Context: an optimization exercise on an open-source flow, tuned for small area. The choices shown serve that exercise and are no tape-out recipe.
Only simulation tests tie the RTL to the original design; equivalence was not proved.
The clock port is modelled as an ideal driver; clocking choices that lean on that would not hold on a real chip.
Power and IR drop assume default switching activity.

==> flow/design.v, too long to show whole: its modules and the start of the top module <==
// module mfcc_dct: 1656 lines
module mfcc_dct(
    input         clk,
    input         rst,
    input  [15:0] in_data,
    input         in_valid,
    output        c0_valid,
    output [31:0] c0_data,
    output        c1_valid,
    output [31:0] c1_data,
    output        c2_valid,
    output [31:0] c2_data,
    output        c3_valid,
    output [31:0] c3_data,
    output        c4_valid,
    output [31:0] c4_data,
    output        c5_valid,
    output [31:0] c5_data,
    output        c6_valid,
    output [31:0] c6_data,
    output        c7_valid,
    output [31:0] c7_data,
    output        c8_valid,
    output [31:0] c8_data,
    output        c9_valid,
    output [31:0] c9_data,
    output        c10_valid,
    output [31:0] c10_data,
    output        c11_valid,
    output [31:0] c11_data,
    output        c12_valid,
    output [31:0] c12_data
    );
  // ...
==> flow/flow/run.sh <==
#!/bin/bash
# Own flow: the standard layout (standard.sh: standard synthesis, floorplan, placement,
# CTS, routing) with two changes passed to ORFS through its own variables:
#  - the port buffers that buffer_ports inserts are sky130_fd_sc_hd__buf_1 (ORFS otherwise picks
#    clkdlybuf4s50_1, 10 um2 each); every port still gets its buffer;
#  - clock_tree_synthesis runs without dummy loads.
set -euo pipefail
cd "$(dirname "$0")/.."
export BUFFER_PORTS_ARGS="-buffer_cell sky130_fd_sc_hd__buf_1"
export CTS_ARGS="-sink_clustering_enable -repair_clock_nets -dont_use_dummy_load -buf_list sky130_fd_sc_hd__clkbuf_16 -sink_clustering_size 30 -sink_clustering_max_diameter 60"
bash standard.sh > standard_flow.log 2>&1
==> flow/standard.sh <==
#!/bin/bash
# synth_recipe.tcl (not shown) runs the flow's synth.tcl, then flattens the netlist and writes it again
# the make line also repeats each setting of config.mk as NAME=value (left out here)
make -C /OpenROAD-flow-scripts/flow DESIGN_CONFIG=/design/flow/config.mk WORK_HOME=/design/flow/orfs CLKGATE_MAP_FILE= SYNTH_SCRIPT=/design/flow/synth_recipe.tcl "${@:-finish}"
==> flow/config.mk <==
export PLATFORM = sky130hd
export DESIGN_NAME = mfcc_dct
export DESIGN_NICKNAME = mfcc_dct
export VERILOG_FILES = /design/flow/design.v
export SDC_FILE = /design/flow/constraint.sdc
export NUM_CORES = 4
export LEC_CHECK = 0
export ABC_AREA = 1
export CAP_MARGIN = 20
export CORE_MARGIN = 2
export CORE_UTILIZATION = 65
export CTS_BUF_LIST = sky130_fd_sc_hd__clkbuf_16
export CTS_CLUSTER_DIAMETER = 60
export CTS_CLUSTER_SIZE = 30
export PLACE_DENSITY = 0.75
export SLEW_MARGIN = 20
==> flow/constraint.sdc <==
create_clock -name core_clock -period 10.0 [get_ports {clk}]
set_input_delay 2.0000 -clock core_clock [delete_from_list [all_inputs] [get_ports {clk}]]
set_output_delay 2.0000 -clock core_clock [all_outputs]
set_load 0.01 [all_outputs]
==> key figures, run 1 <==
Status
  • Outcome: complete, no violations

Placed design
  • Pre-CTS WS: 0.165 ns
  • Final HPWL DP: 131,000 um
  • Placed instance count: 8,166

Layout
  • Share of layout cells above drive strength 1: 5.22%
  • Commonest non-fill, non-tap cells in the layout: dfxtp_1 (2,034), nand2_1 (689), inv_1 (620)

Die
  • CORE AREA: 118,000 um^2
  • Well Taps: 1,536
  • Die Footprint: 122,000 um^2

Power
  • Switching share of power: 26.2%
  • Share of power burned in registers: 60.3%
  • Clock Power Share: 26.6%
  • Clock Power: 4.55 mW

Timing
  • Hold_ws: 0.249 ns
  • Minimum clock period: 9.47 ns
  • Setup TNS: 0 ns

Route
  • Overall via count from detail_route: 46,500
  • Drt pass-1 iters: 6

Global route
  • Initial antenna violation count: 6

Hold path
  • Hold_sp: rC1[11][21]

Synthesis
  • Asr flop ratio synth: 0%
  • Post-synth top area cell: dfxtp_1
  • Yosys warning total: 6

Setup path
  • CP Class: reg -> reg
  • Critical path's slowest cell: fa_1
  • Worst endpoint required time: 10.60 ns

CTS
  • Clock latency (worst-skew pair): 0.76 ns
==> run 2, diff against run 1 <==
--- a/flow/config.mk
+++ b/flow/config.mk
@@ -10,7 +10,4 @@
 export CORE_MARGIN = 2
-export CORE_UTILIZATION = 65
-export CTS_BUF_LIST = sky130_fd_sc_hd__clkbuf_16
-export CTS_CLUSTER_DIAMETER = 60
-export CTS_CLUSTER_SIZE = 30
-export PLACE_DENSITY = 0.75
+export CORE_UTILIZATION = 75
+export PLACE_DENSITY = 0.85
 export SLEW_MARGIN = 20
==> run 2 against run 1 <==
Effect of this change:
- first-iteration DRC count grew 29%
- still clean on timing, DRC and antenna
- die area is 13% lower
- synthesized cell count unchanged
==> key figures, run 2 <==
Power
  • Worst vdd ir: 202 uV
  • Logic gate share of total power: 13.5%
  • Net Sw Power: 4.70 mW
  • Int Power: 12.6 mW
  • LEAKAGE: 33.2 nW
  • Share of power burned in registers: 59.9% (-0.4 points)
  • Pwr Density: 213 nW/um^2
  • Switching share of power: 27.2% (+1.0 points)
  • Clock Power Share: 26.6% (about the same)

Layout
  • Most common cell after layout, fill and taps aside: dfxtp_1
  • Fillers: 5,405
  • Biggest regs: rA (403), rD1 (403), rD2 (403)
  • Area grow syn2layout: 4.83%
  • Non-Filler Instances: 8,091
  • Share of layout cells above drive strength 1: 4.92% (-0.30 points)
  • Final instance area: 81,200 um^2
  • Commonest non-fill, non-tap cells in the layout: dfxtp_1 (2,035), nand2_1 (688), inv_1 (619)
  • Final nets: 7,158

Placed design
  • GP Congestion: 1.03
  • Port Buffers: 447
  • Post-DP Area: 78,500 um^2
  • Placed instance count: 7,985 (-2.2%)
  • Final HPWL DP: 134,000 um (+2.1%)

Timing
  • Slew Limit Fails: 0
  • Clk_skew: 0.145 ns
  • Hold Fails Final Rpt: 0
  • Period utilization: 94.2%
  • Setup TNS: 0 ns (unchanged)
  • Minimum clock period: 9.42 ns (-0.0417 ns)
  • Fmax: 106 MHz
  • Final setup violation count: 0
  • RSZ-0062 raised after global routing: false
  • Slew margin rel.: 17.1%
  • Slew of the pin with the lowest slew margin: 1.23 ns
  • Hold_ws: 0.249 ns (-0.000245 ns)

Setup path
  • CP peak stage delay: 0.61 ns
  • Worst endpoint required time: 10.64 ns (+0.04 ns)
  • Largest fanout on the critical path: 18
  • CP Class: reg -> reg
  • Critical path arrival: 10.06 ns
  • Critical path's slowest cell: clkinv_1
  • Critical Path Sink Type: register
  • Startpoint Class: register

Synthesis
  • Yosys warning total: 6 (unchanged)
  • Post-synth top flop: dfxtp_1
  • List of most frequent post-synthesis cells: dfxtp_1 (2,039), nand2_1 (689), inv_1 (622)
  • Post-synth EDFFs: 312
  • Asr flop ratio synth: 0% (unchanged)
  • Mapped cell area: 77,400 um^2
  • Most numerous cell in the Yosys netlist: dfxtp_1
  • Cells after Synth: 6,598
  • #FFs+latches synth: 2,351
  • Avg Cell Area, Syn: 11.7 um^2
  • Share of Yosys cell area claimed by the top area cell type: 52.7%
  • Distinct cells, synth: 61
  • Post-synthesis sequential area ratio: 64.8%
  • Post-synth top area cell: dfxtp_1
  • Ranking of synthesized cells by area: dfxtp_1 (53%), edfxtp_1 (12%), fa_1 (7.1%)

CTS
  • Clock-pin slew on the worst setup and hold paths: 0.11 ns
  • Post-CTS sizing: 0
  • CTS Sinks: 2,351
  • CTS Buf Count: 105
  • Setup Buffers After CTS: 0
  • CTS tree: built
  • Clock latency (worst-skew pair): 0.79 ns (+0.03 ns)
  • CTS hold repair buffers: 0

Route
  • Drt pass-1 iters: 10 (+4)
  • Via density per instance: 6.10
  • Drt total wl: 203,000 um
  • Overall via count from detail_route: 49,300 (+6.1%)
  • DRC violations left: 0
  • WL per Instance: 25.1 um
  • DRT iter0 DRCs: 6,672
  • Antenna Nets Post-Route: 0

Global route
  • Largest net degree at the start of global routing: 98
  • First-pass GRT wire length: 302,000 um
  • Vias in the first global route: 50,000
  • GRT overflow: 0
  • Tot GR Track Use: 38.1%
  • Initial antenna violation count: 11 (+5)

Die
  • Die Footprint: 106,000 um^2 (-13%)
  • Top Ports: 448
  • Row count: 117
  • Die Wd: 325 um
  • Die height: 325 um
  • Initial Util: 75.9%
  • CORE AREA: 102,000 um^2 (-14%)

Hold path
  • Hold WC Path Type: reg -> reg

Status
  • Outcome: complete, no violations

Flow run
  • Max cap viols: 0
==> run 2: cell counts after synthesis <==
Identical to the previous run, type by type.
==> run 2: power by group through the flow <==
| stage | logic (mW) | registers [mW] | clock network [mW] |
|---|---|---|---|
| 6_report | 2.33 | 10.3 | 4.60 |
| 4_1_cts | 2.25 | 10.3 | 4.59 |
| 2_1_floorplan | 1.64 | 10.4 | 0 |
| 3_5_place_dp | 2.17 | 10.5 | 0 |
| 5_1_grt | 2.46 | 10.4 | 4.89 |
| 3_3_place_gp | 2.06 | 10.5 | 0 |
==> run 2: cells by family (layout without fill, tap and decap cells) <==
group / after synthesis / after routing / share of synthesized area, %
multiplexers: 35 / 35 / 0.454
flip-flops: 2351 / 2351 / 64.8
AND/OR/NAND/NOR: 1048 / 1048 / 5.45
buffers and inverters: 1219 / 1343 / 7.44
AO/OA/AOI/OAI: 1246 / 1246 / 9.25
adder cells (fa/ha/maj): 415 / 415 / 9.38
XOR/XNOR: 284 / 284 / 3.21
other: 0 / 1 / 0
==> run 2: layout make-up <==
type                       count  area [um^2]  share of cell area, %
multi-input combinational   3028        21600                   26.6
sequential                  2351        50200                   61.8
antenna                        1         2.50                0.00308
inverter                     684         2570                   3.17
tap                         1368         1710                   2.11
clock buffer                 105         2630                   3.24
timing repair buffer         554         2480                   3.06
==> run 2: worst max-delay path: cells and delay by family, from the launching register on <==
family | cells | cell delay, ns
XOR/XNOR | 2 | 0.34
adder cells (fa/ha/maj) | 8 | 3.28
buffers and inverters | 6 | 1.31
AND/OR/NAND/NOR | 9 | 1.34
AO/OA/AOI/OAI | 13 | 2.57
flip-flops | 1 | 0.53
==> run 2: stage by stage <==
stage	utilization (%)	setup WS (ns)	total power, mW
final	79.6	0.575	17.3
after detailed placement	77.0	0.209	12.7
after global placement	77.0	0.292	12.6
after global routing	79.6	0.00689	17.7
after floorplan	-	0.761	12.0
after CTS	79.6	0.723	17.2
==> run 2: metal layers <==
layer,track usage (%),share of wire (%),vias up
met5,0.0453,0.042,-
met4,20.7,6.5,12
met3,11.0,11,1043
met2,60.1,46,3437
met1,47.6,36,23600
li1,-,-,21200
==> run 2: worst paths after layout <==
check,cells after the start,slack [ns],startpoint,end
worst min register to register,0,0.25,rA[11][29],rA[12][29]
worst min-delay path,0,0.25,rA[11][29],rA[12][29]
worst max register to register,38,0.58,j2[0],rA[1][30]
worst max-delay path,38,0.58,j2[0],rA[1][30]
==> run 3, diff against run 2 <==
--- a/flow/flow/run.sh
+++ b/flow/flow/run.sh
@@ -2,8 +2,10 @@
 # Own flow: the standard layout (standard.sh: standard synthesis, floorplan, placement,
-# CTS, routing) with two changes passed to ORFS through its own variables:
+# CTS, routing) with these changes passed to ORFS through its own variables:
 #  - the port buffers that buffer_ports inserts are sky130_fd_sc_hd__buf_1 (ORFS otherwise picks
 #    clkdlybuf4s50_1, 10 um2 each); every port still gets its buffer;
-#  - clock_tree_synthesis runs without dummy loads.
+#  - clock_tree_synthesis: clkbuf_16 sink clusters of up to 30 registers within 60 um, and no
+#    dummy loads.
 set -euo pipefail
 cd "$(dirname "$0")/.."
+export REMOVE_ABC_BUFFERS=1
 export BUFFER_PORTS_ARGS="-buffer_cell sky130_fd_sc_hd__buf_1"
--- a/flow/config.mk
+++ b/flow/config.mk
@@ -10,4 +10,5 @@
 export CORE_MARGIN = 2
-export CORE_UTILIZATION = 75
-export PLACE_DENSITY = 0.85
+export CORE_UTILIZATION = 65
+export GPL_TIMING_DRIVEN = 0
+export PLACE_DENSITY = 0.75
 export SLEW_MARGIN = 20
==> run 3 against run 2 <==
Effect of this change:
- critical path depth decreased by 3
- critical path type unchanged
- fmax decreased by 1.1%
- power fell by 2.0%
- core utilization fell by 9.8 points
- area after synthesis is the same
- cell area grew 1.4%
- non-clock buffer count is 4 higher
- die area grew 15%
- first-iteration DRC count is 26% lower
- still clean
==> key figures, run 3 <==
Setup path
  • R2r startpoint: ph[3]
  • Startpoint Class: register
  • Critical Path Sink Type: register
  • Crit Reg-Reg Endpoint: rA[1][30]
  • FF-to-FF path depth: 35 (-7.9%)
  • Critical path's slowest cell: dfxtp_1
  • Largest fanout on the critical path: 17 (-1)
  • CP Class: reg -> reg
  • CP most frequent cell: fa_1
  • Critical path arrival: 10.15 ns (+0.09 ns)
  • Worst endpoint required time: 10.62 ns (-0.02 ns)
  • CP peak stage delay: 0.79 ns (+0.18 ns)
  • R2R Setup Slk: 0.47 ns (-0.11 ns)
  • Worst path bufs/invs: 7 (+1)
  • Top delay family on crit path: adder cells

Synthesis
  • #FFs+latches synth: 2,351 (unchanged)
  • Avg Cell Area, Syn: 11.7 um^2 (unchanged)
  • Cells after Synth: 6,598 (unchanged)
  • Post-synth EDFFs: 312 (unchanged)
  • List of most frequent post-synthesis cells: dfxtp_1 (2,039), nand2_1 (689), inv_1 (622)
  • Asr flop ratio synth: 0% (unchanged)
  • Most numerous cell in the Yosys netlist: dfxtp_1
  • Ranking of synthesized cells by area: dfxtp_1 (53%), edfxtp_1 (12%), fa_1 (7.1%)
  • Mapped cell area: 77,400 um^2 (unchanged)
  • Post-synth top flop: dfxtp_1
  • Post-synthesis sequential area ratio: 64.8% (unchanged)
  • Distinct cells, synth: 61 (unchanged)
  • Post-synth top area cell: dfxtp_1
  • Yosys warning total: 6 (unchanged)
  • Share of Yosys cell area claimed by the top area cell type: 52.7% (unchanged)

Timing
  • Final setup violation count: 0 (unchanged)
  • Setup slack after layout: 0.467 ns (-0.108 ns)
  • Minimum clock period: 9.53 ns (+0.108 ns)
  • Clk_skew: 0.147 ns (+0.00231 ns)
  • Period utilization: 95.3% (+1.1 points)
  • Hold Fails Final Rpt: 0 (unchanged)
  • Slew margin rel.: 19.8% (+2.7 points)
  • Slew of the pin with the lowest slew margin: 1.19 ns (-0.0404 ns)
  • Fmax: 105 MHz (-1.1%)
  • Slew Limit Fails: 0 (unchanged)
  • RSZ-0062 raised after global routing: false

CTS
  • CTS tree: built
  • Clock-pin slew on the worst setup and hold paths: 0.10 ns (about the same)
  • CTS Sinks: 2,351 (unchanged)
  • CTS hold repair buffers: 0 (unchanged)
  • Clock latency (worst-skew pair): 0.74 ns (-0.05 ns)
  • CTS Buf Count: 109 (+3.8%)

Layout
  • Final instance area: 82,300 um^2 (+1.4%)
  • Share of layout cells above drive strength 1: 5.93% (+1.0 points)
  • Biggest regs: rA (403), rD1 (403), rD2 (403)
  • Final core utilization: 69.7% (-9.8 points)
  • Final nets: 7,168 (+0.14%)
  • Most common cell after layout, fill and taps aside: dfxtp_1
  • Area grow syn2layout: 6.31%
  • Fillers: 8,303 (+54%)
  • Commonest non-fill, non-tap cells in the layout: dfxtp_1 (2,032), nand2_1 (685), inv_1 (616)

Power
  • LEAKAGE: 33.4 nW (+0.78%)
  • Worst vdd ir: 212 uV (+5.2%)
  • Pwr Density: 206 nW/um^2 (-3.4%)

Die
  • Top Ports: 448 (unchanged)
  • Die Wd: 349 um (+7.3%)
  • Die Footprint: 122,000 um^2 (+15%)
  • Initial Util: 65.6% (-10 points)
  • Row count: 126 (+7.7%)
  • CORE AREA: 118,000 um^2 (+16%)
  • Die height: 349 um (+7.3%)

Route
  • Via density per instance: 5.54 (-9.2%)
  • WL per Instance: 21.2 um (-15%)
  • Drt pass-1 iters: 6 (-4)
  • Antenna Nets Post-Route: 0 (unchanged)
  • DRT iter0 DRCs: 4,932 (-26%)
  • Drt total wl: 176,000 um (-14%)
  • DRC violations left: 0 (unchanged)
  • Overall via count from detail_route: 45,800 (-7.2%)

Global route
  • Vias in the first global route: 44,400 (-11%)
  • GRT overflow: 0 (unchanged)
  • Largest net degree at the start of global routing: 98 (unchanged)
  • Tot GR Track Use: 28.6% (-9.5 points)
  • Initial antenna violation count: 6 (-5)
  • First-pass GRT wire length: 263,000 um (-13%)

Hold path
  • Hold WC Path Type: reg -> reg
  • Hold_sp: rC1[11][2]
  • Hold Path Sink: rC1[12][2]
  • Cells on Worst Hold Path: 0 (unchanged)

Placed design
  • Final HPWL DP: 126,000 um (-6.2%)
  • Port Buffers: 447 (unchanged)
  • Pre-CTS WS: -1.24 ns (-1.45 ns)
  • GP Congestion: 1.00 (-2.8%)
  • Post-DP Area: 79,100 um^2 (+0.76%)

Flow run
  • Max cap viols: 0 (unchanged)

Status
  • Outcome: complete, no violations
run 3: cell counts after synthesis:
No cell type changed its count.
run 3: per-layer routing:
layer,global-route usage [%],vias to the layer above,share of wire (%),wire (um)
met5,0.520,-,0.058,102
met4,10.2,4,3.8,6760
met3,4.39,377,7.1,12500
met2,44.9,1797,46,80100
met1,40.5,22300,43,76100
li1,-,21300,-,-
run 3: how the worst max path moves through the flow:
stage	cells past startpoint	startpoint	end
2_1_floorplan	2	in_valid	st0[0]
3_3_place_gp	4	oh[3]	c10_data[31]
3_5_place_dp	28	n[2]	u1[15]
4_1_cts	36	j2[0]	rA[1][30]
5_1_grt	37	j1[1]	rA[1][30]
6_report	35	ph[3]	rA[1][30]
run 3: power breakdown:
| part | internal (mW) | switching, mW |
|---|---|---|
| Sequential | 10.1 | 0.222 |
| Combinational | 0.647 | 1.47 |
| Clock | 1.94 | 2.61 |
run 3: timing repair:
item	in CTS	in global routing
cloned	2	0
pin swaps	4	4
resized for setup	10	16
setup buffers	8	31
setup endpoints to repair	52	20
run 3: metrics by stage:
step | std cells | setup TNS, ns | hold WS (ns) | power, mW
after global placement | 8046 | -1772.42 | 0.310 | 12.5
after CTS | 8236 | 0 | 0.263 | 17.0
after floorplan | 6063 | -44.87 | 0.310 | 11.6
after global routing | 8269 | 0 | 0.258 | 17.6
after detailed placement | 8117 | -31.16 | 0.312 | 12.5
final | 8271 | 0 | 0.260 | 16.9
run 3: logic make-up after synthesis:
group	Yosys count	share of synthesized area, %
muxes	35	0.454
adders and majority gates	415	9.38
AOI/OAI and AO/OA	1246	9.25
DFF	2351	64.8
xor gates and xnor gates	284	3.21
and+or+nand+nor	1048	5.45
buffers and inverters	1219	7.44
run 3: layout make-up:
cell class                      count  area (um^2)  share of cell area [%]
Timing Repair inverter              1         5.00                 0.00608
Multi-Input combinational cell   3029        21800                    26.5
Tap cell                         1536         1920                    2.33
Sequential cell                  2351        50200                    61.0
Timing Repair Buffer              558         3020                    3.67
Clock buffer                      109         2730                    3.31
Inverter                          684         2620                    3.18
Antenna cell                        3         7.51                 0.00912
run 3: worst reg2reg max path, delay by kind of cell (launching register included):
family                   cells  cell delay [ns]
flip-flops                   1             0.79
AO/OA/AOI/OAI                9             2.12
XOR/XNOR                     2             0.41
buffers and inverters        7             1.28
adder cells (fa/ha/maj)      7             3.17
AND/OR/NAND/NOR             10             1.70

==> port drivers added, routing unchanged <==
Ports are ideal in the flow. The routed layouts listed here were re-timed in OpenROAD.
Step 1 (the two cells are an assumption about what drives the block):
set clk [get_ports {clk}]
set_driving_cell -lib_cell sky130_fd_sc_hd__clkbuf_16 $clk
set_driving_cell -lib_cell sky130_fd_sc_hd__buf_2 [delete_from_list [all_inputs] $clk]
Step 2 adds t to the input delays and takes it off the output delays; t is the mean of the earliest and latest rising clock arrival at the registers after step 1. Input paths then give back, and output paths get back, about the clock's delay inside the block.
Three values: ideal ports, drivers, drivers and shift; two values: the first two.
run | shift t [ns] | slack for setup (ns) | worst slew at a driven data input, ns
run 1 | 0.778 | 0.533 / 0.533 / 0.024 | 0.07
run 2 | 0.793 | 0.575 / 0.575 / 0.116 | 0.07
run 3 | 0.748 | 0.467 / 0.467 / -0.114 | 0.14
With both steps, setup timing fails in run 3, where it was met with ideal ports. For run 3, which loses most, drivers alone change the setup slack by 0.000 ns; drivers and shift together by -0.581 ns.
